From an optimization exercise on the open Yosys and OpenROAD flow, aimed at a short achievable clock period and few clock cycles; shortcuts taken in it are not production practice. In this exercise RTL edits were held to simulation tests only and were not proved equivalent to the original. Power figures rest on the tool's default switching activity, not on a simulated workload.

[flow/flow/run.sh]
#!/bin/bash
cp standard.sh standard_sh.txt 2>/dev/null
export SETUP_SLACK_MARGIN=8
bash standard.sh > standard.log 2>&1
[flow/standard.sh]
#!/bin/bash
# synth_recipe.tcl (not shown) runs the flow's synth.tcl, then flattens the netlist and writes it again
# the make line also repeats each setting of config.mk as NAME=value (left out here)
make -C /OpenROAD-flow-scripts/flow DESIGN_CONFIG=/design/flow/config.mk WORK_HOME=/design/flow/orfs CLKGATE_MAP_FILE= SYNTH_SCRIPT=/design/flow/synth_recipe.tcl "${@:-finish}"
[flow/config.mk]
export PLATFORM = sky130hd
export DESIGN_NAME = arm_cpu
export DESIGN_NICKNAME = arm_cpu
export VERILOG_FILES = /design/flow/design.v
export SDC_FILE = /design/flow/constraint.sdc
export NUM_CORES = 4
export LEC_CHECK = 0
export CAP_MARGIN = 20
export CORE_MARGIN = 2
export CORE_UTILIZATION = 40
export SLEW_MARGIN = 20
[flow/constraint.sdc]
create_clock -name core_clock -period 11.0 [get_ports {clk}]
set_input_delay 2.2000 -clock core_clock [delete_from_list [all_inputs] [get_ports {clk}]]
set_output_delay 2.2000 -clock core_clock [all_outputs]
set_load 0.01 [all_outputs]
[flow/design.v]
`timescale 1ns / 1ps
module arm_cpu(
	input wire clk,
	input wire reset,
	output wire [31:0] PC,
	input wire [31:0] Instr,
	output wire MemWrite,
	output wire [31:0] DataAdr,
	output wire [31:0] WriteData,
	input wire [31:0] ReadData
    );
	function cond_ok(input [3:0] c, input [3:0] f);
		reg n, z, cf, v;
		begin
			{n, z, cf, v} = f;
			case (c)
				4'b0000: cond_ok = z;
				4'b0001: cond_ok = ~z;
				4'b0010: cond_ok = cf;
				4'b0011: cond_ok = ~cf;
				4'b0100: cond_ok = n;
				4'b0101: cond_ok = ~n;
				4'b0110: cond_ok = v;
				4'b0111: cond_ok = ~v;
				4'b1000: cond_ok = cf & ~z;
				4'b1001: cond_ok = ~cf | z;
				4'b1010: cond_ok = (n == v);
				4'b1011: cond_ok = (n != v);
				4'b1100: cond_ok = ~z & (n == v);
				4'b1101: cond_ok = z | (n != v);
				4'b1110: cond_ok = 1'b1;
				default: cond_ok = 1'b0;
			endcase
		end
	endfunction
	reg [31:0] rf [0:14];
	reg [3:0]  flags;		 
	reg rst;
	always @(posedge clk)
		rst <= reset;
	reg [31:0] pc_f;
	localparam NB = 8;
	reg [NB-1:0] bt_v;
	reg [29:0]   bt_tag [0:NB-1];
	reg [29:0]   bt_tgt [0:NB-1];
	reg [2:0]    bt_ptr;
	reg          bu_set, bu_clr;		 
	reg [NB-1:0] bu_hit;
	reg [29:0]   bu_pc, bu_tgt;
	reg        d_valid;
	reg [31:0] d_ir, d_pc, d_pc4, d_pc8;
	reg        d_fp;			 
	reg [NB-1:0] d_hit;
	reg        e_valid;
	reg [3:0]  e_cond, e_rd;
	reg        e_wr, e_ld, e_st, e_br;
	reg        e_sub, e_and, e_orr, e_fnz, e_fcv;
	reg [31:0] e_a, e_b, e_s;
	reg        e_fam, e_faw, e_fbm, e_fbw, e_fsm, e_fsw;
	reg        e_bres, e_bpred;
	reg [31:0] e_balt;
	reg        e_fp;
	reg [NB-1:0] e_hit;
	reg [29:0] e_pc, e_tgt;
	reg        m_we, m_ld, m_st;
	reg [3:0]  m_rd;
	reg [31:0] m_res, m_sd;
	reg        w_we;
	reg [3:0]  w_rd;
	reg [31:0] w_data;
	wire [31:0] m_wd = m_ld ? ReadData : m_res;
	reg [NB-1:0] f_hit;
	reg [29:0]   f_tgt;
	integer bi;
	always @(*) begin
		f_tgt = 30'd0;
		for (bi = 0; bi < NB; bi = bi + 1) begin
			f_hit[bi] = bt_v[bi] & (bt_tag[bi] == pc_f[31:2]);
			f_tgt = f_tgt | (bt_tgt[bi] & {30{f_hit[bi]}});
		end
	end
	wire f_fp = |f_hit;
	wire [31:0] pc_f4 = {pc_f[31:2] + 30'd1, pc_f[1:0]};
	wire [31:0] pc_f8 = {pc_f[31:2] + 30'd2, pc_f[1:0]};
	wire e_ck   = cond_ok(e_cond, flags);
	wire e_exec = e_valid & e_ck;
	wire [3:0] d_cond = d_ir[31:28];
	wire [1:0] d_op   = d_ir[27:26];
	wire       d_I    = d_ir[25];
	wire [3:0] d_cmd  = d_ir[24:21];
	wire       d_S    = d_ir[20];
	wire [3:0] d_rn   = d_ir[19:16];
	wire [3:0] d_rd   = d_ir[15:12];
	wire [3:0] d_rm   = d_ir[3:0];
	wire d_isdp  = (d_op == 2'b00);
	wire d_ismem = (d_op == 2'b01);
	wire d_isbr  = (d_op == 2'b10);
	wire d_ld    = d_ismem &  d_S;
	wire d_st    = d_ismem & ~d_S;
	wire d_rreg  = d_isdp & ~d_I;		 
	wire d_cadd = (d_cmd == 4'b0100);
	wire d_csub = (d_cmd == 4'b0010);
	wire d_cand = (d_cmd == 4'b0000);
	wire d_corr = (d_cmd == 4'b1100);
	wire [3:0] d_ra2 = d_st ? d_rd : d_rm;
	wire [31:0] d_rd1 = (d_rn == 4'd15) ? d_pc8 :
	                    (w_we && w_rd == d_rn) ? w_data : rf[d_rn];
	wire [31:0] d_rd2 = (d_ra2 == 4'd15) ? d_pc8 :
	                    (w_we && w_rd == d_ra2) ? w_data : rf[d_ra2];
	wire [31:0] d_imm = d_isdp ? {24'b0, d_ir[7:0]} : {20'b0, d_ir[11:0]};
	wire stall = d_valid & e_valid & e_ld &
	             (((d_isdp | d_ismem) & (e_rd == d_rn)) | (d_rreg & (e_rd == d_rm)));
	wire e_wrx = e_exec & e_wr;
	wire d_fam = e_wrx & (e_rd == d_rn) & (d_rn != 4'd15);
	wire d_fbm = e_wrx & d_rreg & (e_rd == d_rm) & (d_rm != 4'd15);
	wire d_fsm = e_wrx & d_st & (e_rd == d_rd) & (d_rd != 4'd15);
	wire d_faw = m_we & (m_rd == d_rn) & (d_rn != 4'd15);
	wire d_fbw = m_we & d_rreg & (m_rd == d_rm) & (d_rm != 4'd15);
	wire d_fsw = m_we & d_st & (m_rd == d_rd) & (d_rd != 4'd15);
	wire [31:0] d_tgt = {d_pc8[31:2] + {{6{d_ir[23]}}, d_ir[23:0]}, d_pc8[1:0]};
	wire d_brv = d_valid & d_isbr & ~(&d_ir[23:0]);	 
	wire flags_pend = e_valid & e_fnz;
	wire d_ck = cond_ok(d_cond, flags);
	wire d_dir = d_brv & (flags_pend ? (d_fp | d_ir[23]) : d_ck);
	wire d_redir = d_valid & (d_dir != d_fp);
	wire [31:0] d_npc = d_dir ? d_tgt : d_pc4;
	wire [31:0] A  = e_fam ? m_res : e_faw ? w_data : e_a;
	wire [31:0] B  = e_fbm ? m_res : e_fbw ? w_data : e_b;
	wire [31:0] SD = e_fsm ? m_wd  : e_fsw ? w_data : e_s;
	wire [31:0] Bx  = B ^ {32{e_sub}};
	wire [32:0] sum = {1'b0, A} + {1'b0, Bx} + {32'b0, e_sub};
	wire [31:0] res = e_and ? (A & B) : e_orr ? (A | B) : sum[31:0];
	wire fN = res[31];
	wire [31:0] zk = {A[30:0] | Bx[30:0], e_sub};
	wire fZs = &(~(A ^ Bx ^ zk));		 
	wire fZ = e_and ? ~|(A & B) : e_orr ? ~|(A | B) : fZs;
	wire fC = sum[32];
	wire fV = (A[31] == Bx[31]) & (sum[31] != A[31]);
	wire e_redir = e_valid & e_br & ~e_bres & (e_ck != e_bpred);
	always @(posedge clk) begin
		if (rst)
			pc_f <= 32'd0;
		else if (e_redir)
			pc_f <= e_balt;
		else if (stall)
			pc_f <= pc_f;
		else if (d_redir)
			pc_f <= d_npc;
		else if (f_fp)
			pc_f <= {f_tgt, 2'b00};
		else
			pc_f <= pc_f4;
		if (rst | e_redir)
			d_valid <= 1'b0;
		else if (!stall)
			d_valid <= ~d_redir;
		if (!stall) begin
			d_ir  <= Instr;
			d_pc  <= pc_f;
			d_pc4 <= pc_f4;
			d_pc8 <= pc_f8;
			d_fp  <= f_fp;
			d_hit <= f_hit;
		end
		if (rst | e_redir | stall)
			e_valid <= 1'b0;
		else
			e_valid <= d_valid;
		e_cond  <= d_cond;
		e_rd    <= d_rd;
		e_wr    <= d_isdp | d_ld;
		e_ld    <= d_ld;
		e_st    <= d_st;
		e_br    <= d_isbr & ~(&d_ir[23:0]);
		e_sub   <= d_isdp & d_csub;
		e_and   <= d_isdp & d_cand;
		e_orr   <= d_isdp & d_corr;
		e_fnz   <= d_isdp & d_S & (d_cadd | d_csub | d_cand | d_corr);
		e_fcv   <= d_isdp & d_S & (d_cadd | d_csub);
		e_a     <= d_rd1;
		e_b     <= d_rreg ? d_rd2 : d_imm;
		e_s     <= d_rd2;
		e_fam   <= d_fam;
		e_faw   <= d_faw;
		e_fbm   <= d_fbm;
		e_fbw   <= d_fbw;
		e_fsm   <= d_fsm;
		e_fsw   <= d_fsw;
		e_bres  <= ~flags_pend;
		e_bpred <= d_dir;
		e_balt  <= d_dir ? d_pc4 : d_tgt;
		e_fp    <= d_fp;
		e_hit   <= d_hit;
		e_pc    <= d_pc[31:2];
		e_tgt   <= d_tgt[31:2];
		if (rst) begin
			bu_set <= 1'b0;
			bu_clr <= 1'b0;
		end else begin
			bu_set <= e_valid & e_br &  e_ck & ~e_fp;
			bu_clr <= e_valid & e_br & ~e_ck &  e_fp;
		end
		bu_hit <= e_hit;
		bu_pc  <= e_pc;
		bu_tgt <= e_tgt;
		if (rst) begin
			bt_v   <= {NB{1'b0}};
			bt_ptr <= 3'd0;
		end else if (bu_set) begin
			bt_v[bt_ptr]   <= 1'b1;
			bt_tag[bt_ptr] <= bu_pc;
			bt_tgt[bt_ptr] <= bu_tgt;
			bt_ptr <= bt_ptr + 3'd1;
		end else if (bu_clr)
			bt_v <= bt_v & ~bu_hit;
		if (rst) begin
			m_we <= 1'b0;
			m_st <= 1'b0;
		end else begin
			m_we <= e_wrx;
			m_st <= e_exec & e_st;
		end
		m_ld  <= e_ld;
		m_rd  <= e_rd;
		m_res <= res;
		m_sd  <= SD;
		if (e_exec & e_fnz)
			flags[3:2] <= {fN, fZ};
		if (e_exec & e_fcv)
			flags[1:0] <= {fC, fV};
		if (rst)
			w_we <= 1'b0;
		else
			w_we <= m_we;
		w_rd   <= m_rd;
		w_data <= m_wd;
		if (w_we && w_rd != 4'd15)
			rf[w_rd] <= w_data;
	end
	assign PC        = pc_f;
	assign MemWrite  = m_st;
	assign DataAdr   = m_res;
	assign WriteData = m_sd;
endmodule
==> run summary <==
[through the flow]
step | worst slack, ns | hold WS, ns | std cells
after floorplan | 7.26 | 0.310 | 4872
after global placement | 6.10 | 0.310 | 7025
after detailed placement | 6.07 | 0.312 | 7025
after CTS | 7.13 | 0.314 | 7778
after global routing | 6.97 | 0.323 | 7861
final | 7.10 | 0.317 | 7864
[repair_timing]
| item | 4_1_cts | 5_1_grt |
|---|---|---|
| setup buffers | 411 | 78 |
| gates resized for setup | 1218 | 250 |
| pin swaps | 244 | 187 |
| setup endpoints to repair | 524 | 301 |
| gates cloned | 52 | 5 |
[synthesized netlist by cell type (47+ instances only)]
master,count
a22oi_1,63
nor2_1,251
a211oi_1,98
nor3_1,50
xor2_1,109
mux4_2,225
buf_1,47
ha_1,97
clkbuf_1,182
xnor2_1,339
inv_1,93
nand2_1,420
mux2i_1,205
edfxtp_1,1096
a21oi_1,226
dfxtp_1,450
buf_2,62
o21ai_0,154
nand3_1,75
nand4_1,133
[logic make-up (layout without fill, tap and decap cells)]
group	count (synthesis)	in the layout	share of synthesized area (%)
muxes	476	476	11.4
buffers and inverters	410	1194	2.60
and+or+nand+nor	1091	1092	7.73
DFF	1546	1546	62.7
other	0	3	0
AOI/OAI and AO/OA	802	802	7.87
xor gates and xnor gates	448	448	5.86
adders and majority gates	99	99	1.87
[worst paths after layout]
path	to	cells after the start	from	slack [ns]
worst min-delay path	bu_hit[6]$_DFF_P_	0	e_hit[6]$_DFF_P_	0.32
worst max register to register	flags[0]$_DFFE_PP_	16	e_fbw$_DFF_P_	7.10
worst min register to register	bu_hit[6]$_DFF_P_	0	e_hit[6]$_DFF_P_	0.32
worst max-delay path	flags[0]$_DFFE_PP_	16	e_fbw$_DFF_P_	7.10
[routing by layer]
layer,share of wire (%),global-route usage (%),vias up
met5,0.036,0,-
met4,6.9,16.9,14
met3,10,6.95,713
met2,46,44.4,3053
met1,37,35.8,24000
li1,-,-,19800
[critical path, stage by stage (launching register included)]
cell and delay [ns]:
dfxtp_4 0.42, buf_12 0.17, mux2i_1 0.21, nor2_1 0.07, a21oi_2 0.25, xnor2_1 0.19
ha_2 0.32, a21o_1 0.18, a21o_1 0.18, a21o_1 0.18, a21o_1 0.17, a21o_1 0.21
a21oi_1 0.15, o21ai_1 0.09, o41a_1 0.34, a21o_1 0.20, mux2_4 0.29
[registers in the layout, summed over array words and instances, names as in the netlist, 32 cells and up, named ones only]
signal	flops
rf	480
bt_tag	240
bt_tgt	240
d_ir	32
d_pc	32
e_a	32
e_b	32
e_balt	32
e_s	32
m_res	32
m_sd	32
pc_f	32
w_data	32
[area by class of cell]
cell class	instances	area (um2)	share of cell area [%]
clock inverter	74	888	1.03
sequential	1546	42200	49.1
tap	2204	2760	3.20
antenna	3	7.51	0.00872
clock buffer	216	4340	5.05
timing repair buffer	808	9440	11.0
multi-input combinational	2917	26000	30.3
inverter	96	368	0.428
[placed cells by master, fill, tap and decap left out, types with 26 or more instances in the layout]
master / n
a211oi_1: 27
a211oi_2: 56
a21o_1: 33
a21oi_1: 141
a21oi_2: 78
a222oi_1: 32
a22oi_1: 53
a311oi_2: 26
and2_1: 29
and3_1: 26
buf_12: 98
buf_16: 45
buf_4: 389
buf_6: 159
clkbuf_1: 42
clkbuf_16: 163
clkdlybuf4s50_1: 65
clkinv_2: 28
dfxtp_1: 333
dfxtp_2: 60
dfxtp_4: 57
edfxtp_1: 1096
ha_1: 74
inv_1: 92
mux2_2: 38
mux2i_1: 188
mux4_2: 225
nand2_1: 391
nand3_1: 74
nand4_1: 133
nor2_1: 222
nor3_1: 39
o21ai_0: 115
o21ai_1: 36
xnor2_1: 296
xnor2_2: 41
xor2_1: 107
[power groups by stage]
stage | clock network, mW | registers (mW) | logic, mW
floorplan | 0 | 6.98 | 0.731
global placement | 0 | 7.19 | 1.21
detailed placement | 0 | 7.19 | 1.22
CTS | 5.48 | 7.07 | 1.64
global route | 5.72 | 7.11 | 1.85
finish | 5.44 | 7.09 | 1.77
==> key figures <==
STA
  – RSZ-0062 raised after global routing: yes
  – Worst slew pin tran: 1.10 ns
  – Final worst path period need: 3.90 ns
  – Slew HR: 26.9%
  – Setup TNS: 0 ns
  – Setup-failing EPs final: 0
  – Final hold vios: 0
  – Worst Skew: 0.0319 ns
  – Fmax: 257 MHz
  – Final Cycle Share: 35.4%
  – Fin. max-slew vios: 0

Place
  – Placer Congestion: 0.927
  – Placed cell areas: 71100 um2
  – DPL Wire Length: 132000 um
  – PortBufs: 162

Power
  – Clock group share of total power: 38.1%
  – Sw Pwr: 3.76 mW
  – Static leakage: 30.5 nW
  – VDD IR max: 192 uV
  – Total power draw: 14.3 mW
  – Logic pwr share: 12.4%
  – Power Internal: 10.5 mW
  – Sw Ratio: 26.3%
  – P per Cell Area: 166 nW/um2
  – Sequential Power Share: 49.6%

Global route
  – Overall global routing resource usage: 28.4%
  – First-pass GRT wire length: 343000 um
  – Largest net degree at the start of global routing: 66
  – Via count of the first global-routing pass: 45900
  – Initial antenna violation count: 12
  – Total grt overflow: 0

Drt
  – DR pass1 iterations: 8
  – Final WL: 248000 um
  – Via Count: 47600
  – DRC Markers: 0
  – Drt first-iter violations: 6047
  – Routed Antenna Nets: 0
  – Wirelength per Cell: 31.5 um
  – DR vias/cell: 6.05

Logic synthesis
  – Synth top area share: 49.2%
  – Syn Nets: 5037
  – Yosys cell types: 85
  – Post-synthesis sequential area ratio: 62.7%
  – EDFF count, synth: 1096
  – Ys async rst share: 0%
  – Post-Syn Instances: 4872
  – Synth Warn #: 1
  – Synth Cell Area: 66900 um2
  – Synth area leaders: edfxtp_1 49%, dfxtp_1 13%, mux4_2 7.6%
  – Post-synth top flop: edfxtp_1
  – Yosys top cell by area: edfxtp_1
  – Synth Register Bits: 1546
  – Avg Cell Area, Syn: 13.7 um2

Cells and area
  – Fin area: 86000 um2
  – Final nets: 5688
  – Final design utilization: 51.6%
  – FILL cells: 13800
  – Area delta synth->final: 28.6%
  – Layout cells sized above 1: 32.4%

Worst setup path
  – Startpoint types: flip-flop
  – Critical path arrival: 4.46 ns
  – Req. time, crit path: 11.57 ns
  – Critical path class: flip-flop to flip-flop
  – Critical Path End Type: flip-flop
  – CP Max Fanout: 8

Run status
  – Outcome: finished clean

Floorplan
  – Initial Util: 40.1%
  – Die H: 413 um
  – Core ar.: 167000 um2
  – I/O pins: 163
  – Cell row count: 150
  – Die width: 413 um
  – Die footprint: 171000 um2

Clocking
  – Clock latency (worst-skew pair): 0.84 ns
  – H-tree depth: 4
  – # hold bufs at CTS: 0
  – # clock sinks: 1546
  – CTS root buf: clkbuf_16
  – Longest Clk Path Bufs: 3
  – CTS buffer count: 154
  – Clk pin slew, worst setup/hold paths: 0.06 ns
  – CTS tree: built

Flow run
  – Max Cap Viol: 0

Hold path
  – Hold WC Path Type: flip-flop to flip-flop
Testbench counts, summed over its fixed seeds: cycles 12,832.

## afterwards: timing with drivers on the ports
The flow's constraints put no driver on any port. The routed layout listed below was extracted and timed again, unchanged, in two steps. Step 1 sets driving cells, clkbuf_16 on the clock port and buf_2 on the other inputs (assumed; they add their load-dependent delay and slew). Step 2, shift: input delay + t, output delay - t, t = (earliest + latest rising clock arrival at the registers) / 2. This alone moves slack from input paths to output paths. a / b / c = ideal ports / drivers / drivers and shift; a / b = the first two.
t, ns: 0.903
setup slack, ns: 7.104 / 7.104 / 7.104
worst hold slack (ns): 0.317 / 0.317 / 0.317
slew at the worst register clock pin (ns): 0.07 / 0.07
After both steps setup and hold are still met in this run. For this run, drivers alone change the setup slack by 0.000 ns; drivers and shift together by 0.000 ns.
